Background: an optimization exercise with open tools, aiming at small area and a short achievable clock period. Do not read the settings as production practice.
In this exercise RTL edits were held to simulation tests only and were not proved equivalent to the original.

==> 07-18 <==
// iir_filter
module iir_filter(
    input clk,
    input rst,
    input signed [11:0] signal_i,
    output signed [11:0] signal_o
    );
reg [11:0] y0, y1, y2, y3, y4;    
reg [11:0] x1, x2, x3, x4, x5;    
reg [20:0] q, r;
wire ws_1, ws_2;
iir_fa u_ws_1 (.a(x1[1]), .b(x1[8]), .c(y0[0]), .s(ws_1), .co(ws_2));
wire ws_3, ws_4;
iir_fa u_ws_3 (.a(x1[2]), .b(x1[9]), .c(y0[1]), .s(ws_3), .co(ws_4));
wire ws_5, ws_6;
iir_fa u_ws_5 (.a(x1[3]), .b(x1[10]), .c(y0[2]), .s(ws_5), .co(ws_6));
wire ws_7, ws_8;
iir_fa u_ws_7 (.a(x1[4]), .b(x1[11]), .c(y0[3]), .s(ws_7), .co(ws_8));
wire ws_9, ws_10;
iir_fa u_ws_9 (.a(x1[5]), .b(y0[4]), .c(y0[8]), .s(ws_9), .co(ws_10));
wire ws_11, ws_12;
iir_fa u_ws_11 (.a(x1[6]), .b(y0[5]), .c(y0[9]), .s(ws_11), .co(ws_12));
wire ws_13, ws_14;
iir_fa u_ws_13 (.a(x1[7]), .b(y0[6]), .c(y0[10]), .s(ws_13), .co(ws_14));
wire ws_15, ws_16;
iir_fa u_ws_15 (.a(x1[8]), .b(y0[7]), .c(y0[11]), .s(ws_15), .co(ws_16));
wire ws_17, ws_18;
iir_fa u_ws_17 (.a(x1[0]), .b(x1[7]), .c(y0[3]), .s(ws_17), .co(ws_18));
wire ws_19, ws_20;
iir_fa u_ws_19 (.a(y0[4]), .b(q[8]), .c(ws_1), .s(ws_19), .co(ws_20));
wire ws_21, ws_22;
iir_fa u_ws_21 (.a(y0[5]), .b(q[9]), .c(ws_2), .s(ws_21), .co(ws_22));
wire ws_23, ws_24;
iir_fa u_ws_23 (.a(y0[6]), .b(q[10]), .c(ws_4), .s(ws_23), .co(ws_24));
wire ws_25, ws_26;
  ...
clock: 14.5 ns
lec_check: 0
abc_area: 1
cap_margin: 20
core_margin: 2
core_utilization: 40
cts_buf_list: sky130_fd_sc_hd__clkbuf_4 sky130_fd_sc_hd__clkbuf_8
place_density: 0.6
slew_margin: 20
synth_hierarchical: 1
run.sh (not shown) runs the stock make flow with config.mk's settings and CLKGATE_MAP_FILE= SYNTH_SCRIPT=/design/flow/synth_recipe.tcl, a recipe that flattens the netlist after the stock synthesis.
==> 05-03 (differences from 07-18) <==
--- a/flow/design.v
+++ b/flow/design.v
@@ -938,21 +938,20 @@
 assign rs_385 = rs_344 ^ rs_345;
 assign rs_386 = rs_344 | rs_345;
 wire [20:0] rn = {rs_384, rs_382, rs_380, rs_378, rs_376, rs_374, rs_372, rs_370, rs_368, rs_366, rs_364, rs_362, rs_360, rs_358, rs_356, rs_354, ~rs_352, ~rs_350, rs_348, rs_347, rs_305} + {~rs_385, rs_383, rs_381, rs_379, rs_377, rs_375, rs_373, rs_371, rs_369, rs_367, rs_365, rs_363, rs_361, rs_359, rs_357, rs_355, rs_353, ~rs_351, rs_349, 1'b0, 1'b1};
 always @(posedge clk or posedge rst) begin
     if (rst) begin
         y0 <= 12'h7ff; y1 <= 12'h7ff; y2 <= 12'h7ff; y3 <= 12'h7ff; y4 <= 12'h7ff;
         x1 <= 12'h800; x2 <= 12'h800; x3 <= 12'h800; x4 <= 12'h800; x5 <= 12'h800;
-        q <= 21'h12a910;
+        q <= 21'h12a910; r <= 21'h6c543;
     end else begin
         y0 <= {ysum[20], ~ysum[19:9]}; y1 <= y0; y2 <= y1; y3 <= y2; y4 <= y3;
         x1 <= {~signal_i[11], signal_i[10:0]}; x2 <= x1; x3 <= x2; x4 <= x3; x5 <= x4;
-        q <= qn;
+        q <= qn; r <= rn;
     end
 end
-always @(posedge clk) r <= rn;
 assign signal_o = {y0[11], ~y0[10:0]};
 endmodule
 module iir_fa(input a, input b, input c, output s, output co);
 assign s = a ^ b ^ c;
 assign co = (a & b) | (c & (a ^ b));
 endmodule
Settings changed: ABC_AREA 1 to default, CAP_MARGIN 20 to 0, SLEW_MARGIN 20 to 0.
==> qor summary <==
Run status: 05-03 no timing/DRC/antenna violations; 07-18 no timing/DRC/antenna violations
Non-clock buffer instance count of the final layout: 05-03 35; 07-18 34
Non-filler cells, final: 05-03 1,724; 07-18 2,038
Drt first pass iters: 05-03 4; 07-18 8
Post-route met1 wirelength: 05-03 15,000 um; 07-18 19,100 um
CP Class: 05-03 input pin to flip-flop; 07-18 flip-flop to flip-flop
Timing-limited maximum frequency: 05-03 159 MHz; 07-18 171 MHz
Wire length of the first global-routing pass: 05-03 57,800 um; 07-18 69,900 um
Sequential share of cell area: 05-03 23.4%; 07-18 21.8%
Total routing usage reported by global routing: 05-03 18.8%; 07-18 21.7%
Worst-path fanout max: 05-03 4; 07-18 9
Number of nets in the synthesized netlist: 05-03 1,662; 07-18 1,964
Clock buf/inv share: 05-03 2.35%; 07-18 2.13%
GR Layer Usage met2: 05-03 29.9%; 07-18 33.2%

========
==> try-yarrow <==
iir_filter with an RTL version that a note above also has.
// iir_filter
module iir_filter(
    input clk,
    input rst,
    input signed [11:0] signal_i,
    output signed [11:0] signal_o
    );
==> flow/config.mk <==
export PLATFORM = sky130hd
export DESIGN_NAME = iir_filter
export DESIGN_NICKNAME = iir_filter
export VERILOG_FILES = /design/flow/design.v
export SDC_FILE = /design/flow/constraint.sdc
export NUM_CORES = 4
export LEC_CHECK = 0
export CAP_MARGIN = 20
export CORE_MARGIN = 2
export CORE_UTILIZATION = 60
export CTS_BUF_LIST = sky130_fd_sc_hd__clkbuf_4 sky130_fd_sc_hd__clkbuf_8
export PLACE_DENSITY = 0.8
export SLEW_MARGIN = 20
export SYNTH_HIERARCHICAL = 1
==> flow/constraint.sdc <==
create_clock -name core_clock -period 14.5 [get_ports {clk}]
set_input_delay 2.9000 -clock core_clock [delete_from_list [all_inputs] [get_ports {clk}]]
set_output_delay 2.9000 -clock core_clock [all_outputs]
set_load 0.01 [all_outputs]
==> try-juniper (differences from try-yarrow) <==
- CORE_UTILIZATION: 60 -> 40
- CTS_CLUSTER_DIAMETER: unset -> 150
- CTS_CLUSTER_SIZE: unset -> 40
- PLACE_DENSITY: 0.8 -> 0.6
==> try-ember (differences from try-yarrow) <==
- CORE_UTILIZATION: 60 -> 40
- PLACE_DENSITY: 0.8 -> 0.6
==> run summary <==
quantity	try-ember	try-juniper	try-yarrow
Status	complete, no violations	complete, no violations	complete, no violations
Core region area	40,000 um2	40,000 um2	26,800 um2
Minimum setup slack after placement	7.70 ns	7.70 ns	7.69 ns
Slew Limit Headroom	35.1%	35.1%	34.8%
Required time of the critical path	14.88 ns	14.88 ns	14.87 ns
Placed cell area	17,300 um2	17,300 um2	17,100 um2
GR Util met3	4.71%	4.71%	5.70%
Area growth syn-to-layout	8.55%	8.55%	7.16%
Endpoint arrival time on the critical path	6.66 ns	6.66 ns	6.71 ns
Effective utilization at floorplan	40.8%	40.8%	60.9%
Fillcell total	3,607	3,607	1,835
Wire length on met3	2.24 mm	2.24 mm	2.32 mm
FF-to-FF setup slack	8.48 ns	8.48 ns	8.29 ns
Number of violations reported at the end of detailed-routing iteration 0	457	457	664
Insertion delay of the later-clocked pin in the worst-skew pair	0.50 ns	0.50 ns	0.49 ns

## what the ideal ports hide
Ports are ideal in the flow. The routed layouts listed here were re-timed in OpenROAD.
Step 1: set_driving_cell puts a clkbuf_16 on clk and a buf_2 on each other input, an assumption about the parent block.
Step 2 moves the port delays by t, midway between the first and last clock arrival at a register: inputs arrive t later, outputs are due t later. That takes back most of the time a late clock gives input paths.
Three values: ideal ports, drivers, drivers and shift; two values: the first two.
run | t (ns) | setup WS [ns] | hold slack, ns | worst setup path at the end | pins driven straight from the clock port
07-18 | 0.520 | 8.647 / 8.647 / 8.501 | 0.359 / 0.359 / 0.359 | input to register | 1
05-03 | 0.536 | 8.223 / 8.253 / 7.717 | 0.341 / 0.341 / 0.341 | input to register | 1
try-yarrow | 0.526 | 8.158 / 8.184 / 7.658 | 0.347 / 0.347 / 0.347 | input to register | 1
try-juniper | 0.536 | 8.223 / 8.253 / 7.717 | 0.341 / 0.341 / 0.341 | input to register | 1
try-ember | 0.536 | 8.223 / 8.253 / 7.717 | 0.341 / 0.341 / 0.341 | input to register | 1
After both steps every run listed still meets setup and hold.
